Context: an optimization exercise on an open-source flow, tuned for small area and a short achievable clock period. The choices shown serve that exercise and are no tape-out recipe.
The RTL was checked by simulation tests, not by an equivalence proof against the original design.
Power is estimated from default activity; no workload was simulated.

==> run M <==
// cpu
module cpu(
  input wire clk,
  input wire nreset,
  output wire led,
  output wire [7:0] debug_port1,
  output wire [7:0] debug_port2,
  output wire [7:0] debug_port3,
  output wire [7:0] debug_port4,
  output wire [7:0] debug_port5,
  output wire [7:0] debug_port6,
  output wire [7:0] debug_port7,
  output wire [31:0] imem_addr,
  input wire [31:0] imem_data,
  output wire [31:0] dmem_addr,
  output wire [31:0] dmem_wdata,
  output wire dmem_we,
  output wire dmem_re,
  input wire [31:0] dmem_rdata
  );
  assign led = 1'b1;
  reg rstd;
  always @(posedge clk) rstd <= nreset;
  wire rst = nreset | rstd;
  reg [31:0] pc;
  reg [31:0] ir;                 
  reg [31:0] da, dm;             
  reg [7:0]  drh;                
  reg [3:0]  drl;                
  reg        noopF;              
  reg        dzero;              
  reg [31:0] erx, ery;           
  reg        elate;              
  reg        exz;                
  reg        en, evs, esa;       
  reg        ewbt, els, ebr, elink, el;
  reg [3:0]  econd, erd;
  reg        fz, fn, fv;         
  reg [31:0] mdata, maddr;
  reg [3:0]  mrd;
  reg        mwe, mlink, mls, ml, mbr;
  reg [31:0] dout;
  reg [31:0] wd;
  reg        wpcw, wbr;          
  wire [31:0] rf [0:15];
  wire [31:0] ex = elate ? erx : ery;
  wire zE = exz | (ex == 32'd0);
  wire vE = evs & (ex[31] != esa);
  reg cex;
  always @* begin
    case (econd)
      4'b0000: cex = fz;
      4'b0001: cex = ~fz;
      4'b0010: cex = 1'b0;
      4'b0011: cex = 1'b1;
      4'b0100: cex = fn;
      4'b0101: cex = ~fn;
      4'b0110: cex = fv;
      4'b0111: cex = ~fv;
      4'b1000: cex = 1'b0;
      4'b1001: cex = 1'b1;
      4'b1010: cex = (fn == fv);
      4'b1011: cex = (fn != fv);
  ...
==> flow/config.mk <==
export PLATFORM = sky130hd
export DESIGN_NAME = cpu
export DESIGN_NICKNAME = cpu
export VERILOG_FILES = /design/flow/design.v
export SDC_FILE = /design/flow/constraint.sdc
export NUM_CORES = 8
export LEC_CHECK = 0
export CAP_MARGIN = 20
export CORE_MARGIN = 2
export CORE_UTILIZATION = 60
export CTS_CLUSTER_DIAMETER = 80
export CTS_CLUSTER_SIZE = 20
export PLACE_DENSITY = 0.75
export SLEW_MARGIN = 20
export SYNTH_HIERARCHICAL = 1
==> flow/constraint.sdc <==
create_clock -name core_clock -period 12.0 [get_ports {clk}]
set_input_delay 2.4000 -clock core_clock [delete_from_list [all_inputs] [get_ports {clk}]]
set_output_delay 2.4000 -clock core_clock [all_outputs]
set_load 0.01 [all_outputs]
standard.sh (not shown) runs the stock make flow with config.mk's settings and CLKGATE_MAP_FILE= SYNTH_SCRIPT=/design/flow/synth_recipe.tcl, a recipe that flattens the netlist after the stock synthesis.
==> flow/flow/run.sh <==
#!/bin/bash
# Own layout flow: the standard ORFS flow (standard.sh), with the standard synthesis
# unchanged (SYNTH_HIERARCHICAL comes from config.mk). What differs is how hard the
# layout steps work on timing:
#  - up to and including CTS, timing repair aims for 8 ns of setup slack instead of 0,
#    so it keeps sizing up the critical paths well past what the 12 ns clock needs;
#  - global routing's repair then runs with the default margin (0): it fixes hold and
#    any real violation, but adds no more area chasing the extra slack;
#  - ports are buffered with buf_1 cells (still one buffer per port), which the resizer
#    can size up where it matters, instead of the delay cells buffer_ports picks.
# Each make run's full output goes to its own log file here; ORFS's per-step logs are
# under orfs/logs/.
set -euo pipefail
PORTS="BUFFER_PORTS_ARGS=-buffer_cell sky130_fd_sc_hd__buf_1"
bash standard.sh SETUP_SLACK_MARGIN=8 "$PORTS" cts > flow_to_cts.log 2>&1
bash standard.sh SETUP_SLACK_MARGIN=0 "$PORTS" finish > flow_to_finish.log 2>&1
==> inputs of run A, as changes to run M <==
--- a/flow/design.v
+++ b/flow/design.v
@@ -25,26 +25,28 @@
   reg [31:0] ir;                 
   reg [31:0] da, dm;             
   reg [7:0]  drh;                
   reg [3:0]  drl;                
   reg        noopF;              
   reg        dzero;              
   reg [31:0] erx, ery;           
-  reg        elate;              
+  reg        elate;
+  reg [31:0] eaddr;              
   reg        exz;                
   reg        en, evs, esa;       
   reg        ewbt, els, ebr, elink, el;
   reg [3:0]  econd, erd;
   reg        fz, fn, fv;         
   reg [31:0] mdata, maddr;
   reg [3:0]  mrd;
   reg        mwe, mlink, mls, ml, mbr;
   reg [31:0] dout;
   reg [31:0] wd;
-  reg        wpcw, wbr;          
+  reg [3:0]  wrd;
+  reg        wwe, wlink, wbr;
   wire [31:0] rf [0:15];
   wire [31:0] ex = elate ? erx : ery;
   wire zE = exz | (ex == 32'd0);
   wire vE = evs & (ex[31] != esa);
   reg cex;
   always @* begin
     case (econd)
@@ -65,14 +67,22 @@
       default: cex = 1'b1;
     endcase
   end
   wire noopE = ebr & cex;
   wire weE   = ewbt & cex;
   assign debug_port4 = ex[7:0] & {8{~exz}};
   assign debug_port5 = ex[15:8] & {8{~exz}};
+  wire [31:0] wdb = wlink ? rf[15] : wd;
+  wire [14:0] bw;
+  genvar g;
+  generate
+    for (g = 0; g < 15; g = g + 1) begin : bwg
+      assign bw[g] = (wwe & (wrd == g)) | ((g == 14) & wlink);
+    end
+  endgenerate
   wire [3:0] fn_i = imem_data[19:16];
   wire [3:0] fm_i = imem_data[3:0];
   wire fisDP = (imem_data[27:26] == 2'b00);
   wire fisLS = (imem_data[27:26] == 2'b01);
   wire fisBR = (imem_data[27:25] == 3'b101);
   wire fimm  = imem_data[25];
   wire fimmop = fisDP & fimm;                    
@@ -86,25 +96,29 @@
                                        flsr ? (32'hffffffff << famt) : 32'hffffffff);
   wire [4:0] frot  = fimmop ? {imem_data[11:8], 1'b0} :
                      ~fregsh ? 5'd0 :
                      (fstyp == 2'b00) ? (5'd0 - famt) : famt;
   wire [31:0] fconst = fisBR ? {{6{imem_data[23]}}, imem_data[23:0], 2'b00} :
                        fimmop ? {24'd0, imem_data[7:0]} : 32'd0;
   reg [31:0] fa, fmr;
+  reg ba, bm;
   integer k;
   always @* begin
     fa  = 32'd0;
     fmr = 32'd0;
+    ba  = 1'b0;
+    bm  = 1'b0;
     for (k = 0; k < 15; k = k + 1) begin
-      fa  = fa  | ({32{fn_i == k}} & rf[k]);
-      fmr = fmr | ({32{fm_i == k}} & rf[k]);
-    end
-    fa  = fa  | ({32{fn_i == 4'd15}} & pc);
-    fa  = fisBR ? {{28{imem_data[23]}}, 4'b1000} : fa;
-    fmr = fmr | ({32{fm_i == 4'd15}} & pc);
+      fa  = fa  | ({32{(fn_i == k) & ~bw[k]}} & rf[k]);
+      fmr = fmr | ({32{(fm_i == k) & ~bw[k]}} & rf[k]);
+      ba  = ba | ((fn_i == k) & bw[k]);
+      bm  = bm | ((fm_i == k) & bw[k]);
+    end
+    fa  = fa  | ({32{fn_i == 4'd15}} & pc) | ({32{ba}} & wdb);
+    fmr = fmr | ({32{fm_i == 4'd15}} & pc) | ({32{bm}} & wdb);
   end
   wire [31:0] fm = (fmr & pmask) | fconst;
   wire isDP  = (ir[27:26] == 2'b00);
   wire isLSf = (ir[27:26] == 2'b01);
   wire isBRf = (ir[27:25] == 3'b101);
   wire [3:0] dop = ir[24:21];
   wire [3:0] f_rn = (isDP | isLSf) ? ir[19:16] : 4'd0;
@@ -163,46 +177,45 @@
   wire cadd = (sa & sb) | ((sa ^ sb) & s1[31]);     
   wire csub = (sa & ~sb) | (~(sa ^ sb) & s2[31]);   
   wire same  = (sa == sb);
   wire sub10 = sa & ~sb;
   wire late = (cadd & sub10 & (osub | orsb)) | (orsb & same & (csub ^ sa));
   wire [31:0] lres = (~a & ~b & {32{tt[0]}}) | (~a & b & {32{tt[1]}}) |
                      (a & ~b & {32{tt[2]}}) | (a & b & {32{tt[3]}});
-  wire [31:0] rx = ({32{osub}} & s3) | ({32{orsb & same}} & s2) | ({32{orsb & sub10}} & s1) |
-                   ({32{isLSf & ~ir[24]}} & a);
-  wire [31:0] ry = lres | ({32{isLSf}} & b) | ({32{oadd | isBRf}} & s1) | ({32{osub}} & s2) |
+  wire [31:0] rx = ({32{osub}} & s3) | ({32{orsb & same}} & s2) | ({32{orsb & sub10}} & s1);
+  wire [31:0] ry = lres | ({32{lsbr}} & b) | ({32{oadd}} & s1) | ({32{osub}} & s2) |
                    ({32{orsb & same}} & s3) | ({32{orsb & ~same}} & s4);
   wire nflag = (oadd & cadd) |
                (osub & ~(sub10 & cadd) & csub) |
                (orsb & ((same & csub) | (sub10 & ~cadd)));
   wire vsel = (oadd & same) | ((osub | orsb) & ~same);
   wire arith0 = (fE == 4'b0101) | (fE == 4'b0110) | (fE == 4'b0111);
   assign dmem_we = mls & ~ml;
   assign dmem_re = mls & ml;
   assign dmem_addr = maddr;
   assign dmem_wdata = mdata;
-  wire [31:0] mwd = mls ? dout : mdata;
   assign debug_port6 = dout[7:0];
   assign debug_port7 = dout[15:8];
   wire [31:0] pcs = pc + (wbr ? wd : 32'd4);
-  wire [31:0] pcn = wpcw ? wd : pcs;
+  wire [31:0] pcn = (wwe && wrd == 4'd15) ? wd : pcs;
   assign imem_addr = pc;
   assign debug_port1 = pc[9:2];
   always @(posedge clk) begin
     pc  <= rst ? 32'd0 : (pcn[31] ? (32'd0 - pcn) : pcn);
     ir  <= rst ? 32'd0 : imem_data;
     da  <= fa;
     dm  <= fm;
     drh <= 8'd1 << frot[4:2];
     drl <= 4'd1 << frot[1:0];
     noopF <= ~rst & noopE;
     dzero <= rst;
     erx   <= rx;
     ery   <= ry;
     elate <= late;
+    eaddr <= ir[24] ? 32'd0 : a;
     exz   <= rst | ~dpE | arith0;
     en    <= ~rstd & dpE & nflag;
     evs   <= ~rstd & dpE & vsel;
     esa   <= sa;
     ewbt  <= rstd | wbtD;
     els   <= ~rstd & lsD;
     ebr   <= ~rstd & brD;
@@ -210,58 +223,56 @@
     econd <= rstd ? 4'd0 : ir[31:28];
     erd   <= ir[15:12];
     el    <= ir[20];
     fz <= ~rstd & zE;
     fn <= ~rstd & en;
     fv <= ~rstd & vE;
     mdata <= ex;
-    maddr <= erx;
+    maddr <= eaddr;
     mrd   <= erd;
     mwe   <= ~rstd & weE;
     mlink <= ~rstd & elink;
     mls   <= ~rst & els;
     ml    <= el;
     mbr   <= ~rstd & ebr;
     dout <= mls ? (ml ? dmem_rdata : mdata) : 32'd0;
-    wd    <= mwd;
-    wpcw  <= ~rstd & mwe & (mrd == 4'd15);
+    wd    <= mbr ? (mdata + (mdata[31] ? 32'hfffffff8 : 32'd8)) : mls ? dout : mdata;
+    wrd   <= mrd;
+    wwe   <= ~rstd & mwe;
+    wlink <= ~rstd & mlink;
     wbr   <= ~rstd & mbr;
   end
-  genvar g;
   generate
     for (g = 0; g < 16; g = g + 1) begin : regs
       reg [31:0] q;
       assign rf[g] = q;
       if (g == 14) begin : r14
         always @(posedge clk)
-          if (rstd | mlink | (mwe & (mrd == 4'd14)))
-            q <= rstd ? 32'd0 : (mlink ? rf[15] : mwd);
+          if (rstd | wlink | (wwe & (wrd == 4'd14)))
+            q <= rstd ? 32'd0 : wdb;
       end else begin : rx
         always @(posedge clk)
-          if (rstd | (mwe & (mrd == g)))
-            q <= rstd ? 32'd0 : mwd;
+          if (rstd | (wwe & (wrd == g)))
+            q <= rstd ? 32'd0 : wd;
       end
     end
   endgenerate
 endmodule
 module addc2(input [31:0] x, input [31:0] y, output [31:0] s0, output [31:0] s1);
   wire [31:0] g0 = x & y;
   wire [31:0] p0 = x ^ y;
   reg [31:0] G, P, Gn, Pn;
-  integer i, l, j;
+  integer i, d;
   always @* begin
     G = g0; P = p0;
-    for (l = 0; l < 5; l = l + 1) begin
+    for (d = 1; d < 32; d = d * 2) begin
       Gn = G; Pn = P;
-      for (i = 0; i < 32; i = i + 1) begin
-        if ((i >> l) & 1) begin
-          j = ((i >> l) << l) - 1;
-          Gn[i] = G[i] | (P[i] & G[j]);
-          Pn[i] = P[i] & P[j];
-        end
+      for (i = d; i < 32; i = i + 1) begin
+        Gn[i] = G[i] | (P[i] & G[i-d]);
+        Pn[i] = P[i] & P[i-d];
       end
       G = Gn; P = Pn;
     end
   end
   assign s0 = p0 ^ {G[30:0], 1'b0};
   assign s1 = p0 ^ {G[30:0] | P[30:0], 1'b1};
 endmodule
==> flow/flow/run.sh (replaced) <==
#!/bin/bash
# Own layout flow: the standard ORFS flow, with the standard synthesis unchanged
# (SYNTH_HIERARCHICAL comes from config.mk). Two differences in how the layout is made:
#  - timing repair aims for 8 ns of setup slack instead of 0, so it keeps sizing up
#    the critical paths well past what the 12 ns clock needs;
#  - ports are buffered with buf_4 cells (still one buffer per port), which the
#    resizer can size, instead of the delay cells buffer_ports picks by default.
set -euo pipefail
bash standard.sh SETUP_SLACK_MARGIN=8 "BUFFER_PORTS_ARGS=-buffer_cell sky130_fd_sc_hd__buf_4" finish > flow_standard.log 2>&1
Settings changed: CTS_CLUSTER_DIAMETER 80 to 60, CTS_CLUSTER_SIZE 20 to 12.
==> inputs of run P, as changes to run M <==
--- a/flow/design.v
+++ b/flow/design.v
@@ -36,15 +36,16 @@
   reg [3:0]  econd, erd;
   reg        fz, fn, fv;         
   reg [31:0] mdata, maddr;
   reg [3:0]  mrd;
   reg        mwe, mlink, mls, ml, mbr;
   reg [31:0] dout;
   reg [31:0] wd;
-  reg        wpcw, wbr;          
+  reg [3:0]  wrd;
+  reg        wwe, wlink, wbr;
   wire [31:0] rf [0:15];
   wire [31:0] ex = elate ? erx : ery;
   wire zE = exz | (ex == 32'd0);
   wire vE = evs & (ex[31] != esa);
   reg cex;
   always @* begin
     case (econd)
@@ -65,14 +66,22 @@
       default: cex = 1'b1;
     endcase
   end
   wire noopE = ebr & cex;
   wire weE   = ewbt & cex;
   assign debug_port4 = ex[7:0] & {8{~exz}};
   assign debug_port5 = ex[15:8] & {8{~exz}};
+  wire [31:0] wdb = wlink ? rf[15] : wd;
+  wire [14:0] bw;
+  genvar g;
+  generate
+    for (g = 0; g < 15; g = g + 1) begin : bwg
+      assign bw[g] = (wwe & (wrd == g)) | ((g == 14) & wlink);
+    end
+  endgenerate
   wire [3:0] fn_i = imem_data[19:16];
   wire [3:0] fm_i = imem_data[3:0];
   wire fisDP = (imem_data[27:26] == 2'b00);
   wire fisLS = (imem_data[27:26] == 2'b01);
   wire fisBR = (imem_data[27:25] == 3'b101);
   wire fimm  = imem_data[25];
   wire fimmop = fisDP & fimm;                    
@@ -86,25 +95,30 @@
                                        flsr ? (32'hffffffff << famt) : 32'hffffffff);
   wire [4:0] frot  = fimmop ? {imem_data[11:8], 1'b0} :
                      ~fregsh ? 5'd0 :
                      (fstyp == 2'b00) ? (5'd0 - famt) : famt;
   wire [31:0] fconst = fisBR ? {{6{imem_data[23]}}, imem_data[23:0], 2'b00} :
                        fimmop ? {24'd0, imem_data[7:0]} : 32'd0;
   reg [31:0] fa, fmr;
+  reg ba, bm;
   integer k;
   always @* begin
     fa  = 32'd0;
     fmr = 32'd0;
+    ba  = 1'b0;
+    bm  = 1'b0;
     for (k = 0; k < 15; k = k + 1) begin
-      fa  = fa  | ({32{fn_i == k}} & rf[k]);
-      fmr = fmr | ({32{fm_i == k}} & rf[k]);
-    end
-    fa  = fa  | ({32{fn_i == 4'd15}} & pc);
+      fa  = fa  | ({32{(fn_i == k) & ~bw[k]}} & rf[k]);
+      fmr = fmr | ({32{(fm_i == k) & ~bw[k]}} & rf[k]);
+      ba  = ba | ((fn_i == k) & bw[k]);
+      bm  = bm | ((fm_i == k) & bw[k]);
+    end
+    fa  = fa  | ({32{fn_i == 4'd15}} & pc) | ({32{ba}} & wdb);
     fa  = fisBR ? {{28{imem_data[23]}}, 4'b1000} : fa;
-    fmr = fmr | ({32{fm_i == 4'd15}} & pc);
+    fmr = fmr | ({32{fm_i == 4'd15}} & pc) | ({32{bm}} & wdb);
   end
   wire [31:0] fm = (fmr & pmask) | fconst;
   wire isDP  = (ir[27:26] == 2'b00);
   wire isLSf = (ir[27:26] == 2'b01);
   wire isBRf = (ir[27:25] == 3'b101);
   wire [3:0] dop = ir[24:21];
   wire [3:0] f_rn = (isDP | isLSf) ? ir[19:16] : 4'd0;
@@ -176,19 +190,18 @@
                (orsb & ((same & csub) | (sub10 & ~cadd)));
   wire vsel = (oadd & same) | ((osub | orsb) & ~same);
   wire arith0 = (fE == 4'b0101) | (fE == 4'b0110) | (fE == 4'b0111);
   assign dmem_we = mls & ~ml;
   assign dmem_re = mls & ml;
   assign dmem_addr = maddr;
   assign dmem_wdata = mdata;
-  wire [31:0] mwd = mls ? dout : mdata;
   assign debug_port6 = dout[7:0];
   assign debug_port7 = dout[15:8];
   wire [31:0] pcs = pc + (wbr ? wd : 32'd4);
-  wire [31:0] pcn = wpcw ? wd : pcs;
+  wire [31:0] pcn = (wwe && wrd == 4'd15) ? wd : pcs;
   assign imem_addr = pc;
   assign debug_port1 = pc[9:2];
   always @(posedge clk) begin
     pc  <= rst ? 32'd0 : (pcn[31] ? (32'd0 - pcn) : pcn);
     ir  <= rst ? 32'd0 : imem_data;
     da  <= fa;
     dm  <= fm;
@@ -218,50 +231,48 @@
     mrd   <= erd;
     mwe   <= ~rstd & weE;
     mlink <= ~rstd & elink;
     mls   <= ~rst & els;
     ml    <= el;
     mbr   <= ~rstd & ebr;
     dout <= mls ? (ml ? dmem_rdata : mdata) : 32'd0;
-    wd    <= mwd;
-    wpcw  <= ~rstd & mwe & (mrd == 4'd15);
+    wd    <= mls ? dout : mdata;
+    wrd   <= mrd;
+    wwe   <= ~rstd & mwe;
+    wlink <= ~rstd & mlink;
     wbr   <= ~rstd & mbr;
   end
-  genvar g;
   generate
     for (g = 0; g < 16; g = g + 1) begin : regs
       reg [31:0] q;
       assign rf[g] = q;
       if (g == 14) begin : r14
         always @(posedge clk)
-          if (rstd | mlink | (mwe & (mrd == 4'd14)))
-            q <= rstd ? 32'd0 : (mlink ? rf[15] : mwd);
+          if (rstd | wlink | (wwe & (wrd == 4'd14)))
+            q <= rstd ? 32'd0 : wdb;
       end else begin : rx
         always @(posedge clk)
-          if (rstd | (mwe & (mrd == g)))
-            q <= rstd ? 32'd0 : mwd;
+          if (rstd | (wwe & (wrd == g)))
+            q <= rstd ? 32'd0 : wd;
       end
     end
   endgenerate
 endmodule
 module addc2(input [31:0] x, input [31:0] y, output [31:0] s0, output [31:0] s1);
   wire [31:0] g0 = x & y;
   wire [31:0] p0 = x ^ y;
   reg [31:0] G, P, Gn, Pn;
-  integer i, l, j;
+  integer i, d;
   always @* begin
     G = g0; P = p0;
-    for (l = 0; l < 5; l = l + 1) begin
+    for (d = 1; d < 32; d = d * 2) begin
       Gn = G; Pn = P;
-      for (i = 0; i < 32; i = i + 1) begin
-        if ((i >> l) & 1) begin
-          j = ((i >> l) << l) - 1;
-          Gn[i] = G[i] | (P[i] & G[j]);
-          Pn[i] = P[i] & P[j];
-        end
+      for (i = d; i < 32; i = i + 1) begin
+        Gn[i] = G[i] | (P[i] & G[i-d]);
+        Pn[i] = P[i] & P[i-d];
       end
       G = Gn; P = Pn;
     end
   end
   assign s0 = p0 ^ {G[30:0], 1'b0};
   assign s1 = p0 ^ {G[30:0] | P[30:0], 1'b1};
 endmodule
==> flow/flow/run.sh (replaced) <==
#!/bin/bash
# Own layout flow: the standard ORFS flow, with the standard synthesis unchanged
# (SYNTH_HIERARCHICAL comes from config.mk). Two differences in how the layout is made:
#  - timing repair aims for 8 ns of setup slack instead of 0, so it keeps sizing up
#    the critical paths well past what the 12 ns clock needs;
#  - ports are buffered with buf_4 cells (still one buffer per port), which the
#    resizer can size, instead of the delay cells buffer_ports picks by default.
set -euo pipefail
bash standard.sh SETUP_SLACK_MARGIN=8 "BUFFER_PORTS_ARGS=-buffer_cell sky130_fd_sc_hd__buf_4" finish > flow_standard.log 2>&1
Settings changed: CTS_CLUSTER_DIAMETER 80 to 100, CTS_CLUSTER_SIZE 20 to 30.
==> flow_summary.yaml <==
worst_setup_path:
  critical_path_arrival_ps: 5120
outcome:
  status: "timing/DRC/antenna clean"
timing:
  fin_skew_ps: 60.5
yosys:
  synthAdderAreaFrac_pct: 3.36
  synth_top_area_share_pct: 33.4
drt:
  wl_mm: 189
  dr.pass1.iters: 14
cells_and_area:
  nets: 4824
power:
  seqPwrFrac_pct: 42.8
the above is filed under run M

==> flow_summary.yaml <==
outcome:
  status: "timing/DRC/antenna clean"
cells_and_area:
  nets: 5213
yosys:
  synth_top_area_share_pct: 32.1
  synthAdderAreaFrac_pct: 2.89
power:
  seqPwrFrac_pct: 37.3
worst_setup_path:
  reg2reg_slack_ps: 7420
  critical_path_arrival_ps: 5050
drt:
  wl_mm: 225
the above is filed under run P

==> flow_summary.yaml <==
worst_setup_path:
  critical_path_arrival_ps: 5090
outcome:
  status: "timing/DRC/antenna clean"
yosys:
  synthAdderAreaFrac_pct: 3.49
  synth_top_area_share_pct: 30.8
timing:
  fin_skew_ps: 67.5
drt:
  wl_mm: 218
the above is filed under run A

static timing again, ports no longer ideal:
In the flow no input, the clock included, has a driving cell. The finished layouts below were timed again as built, in two steps. Step 1 sets driving cells, clkbuf_16 on the clock port and buf_2 on the other inputs (assumed; they add their load-dependent delay and slew). Step 2 moves the port delays by t, midway between the first and last clock arrival at a register: inputs arrive t later, outputs are due t later. That takes back most of the time a late clock gives input paths. Three values: ideal ports, drivers, drivers and shift; two values: the first two.
| run | t, ns | setup WS [ns] | worst setup path after step 2 | pins driven straight from the clock port |
|---|---|---|---|---|
| run M | 0.741 | 7.415 / 7.415 / 7.072 | input to register | 1 |
| run A | 0.762 | 7.529 / 7.476 / 7.080 | input to register | 1 |
| run P | 0.709 | 7.425 / 7.425 / 6.896 | input to register | 1 |
After both steps every run listed still meets setup and hold. The setup slack of run P, which loses most, moves by 0.000 ns with the drivers and by -0.529 ns with both steps.
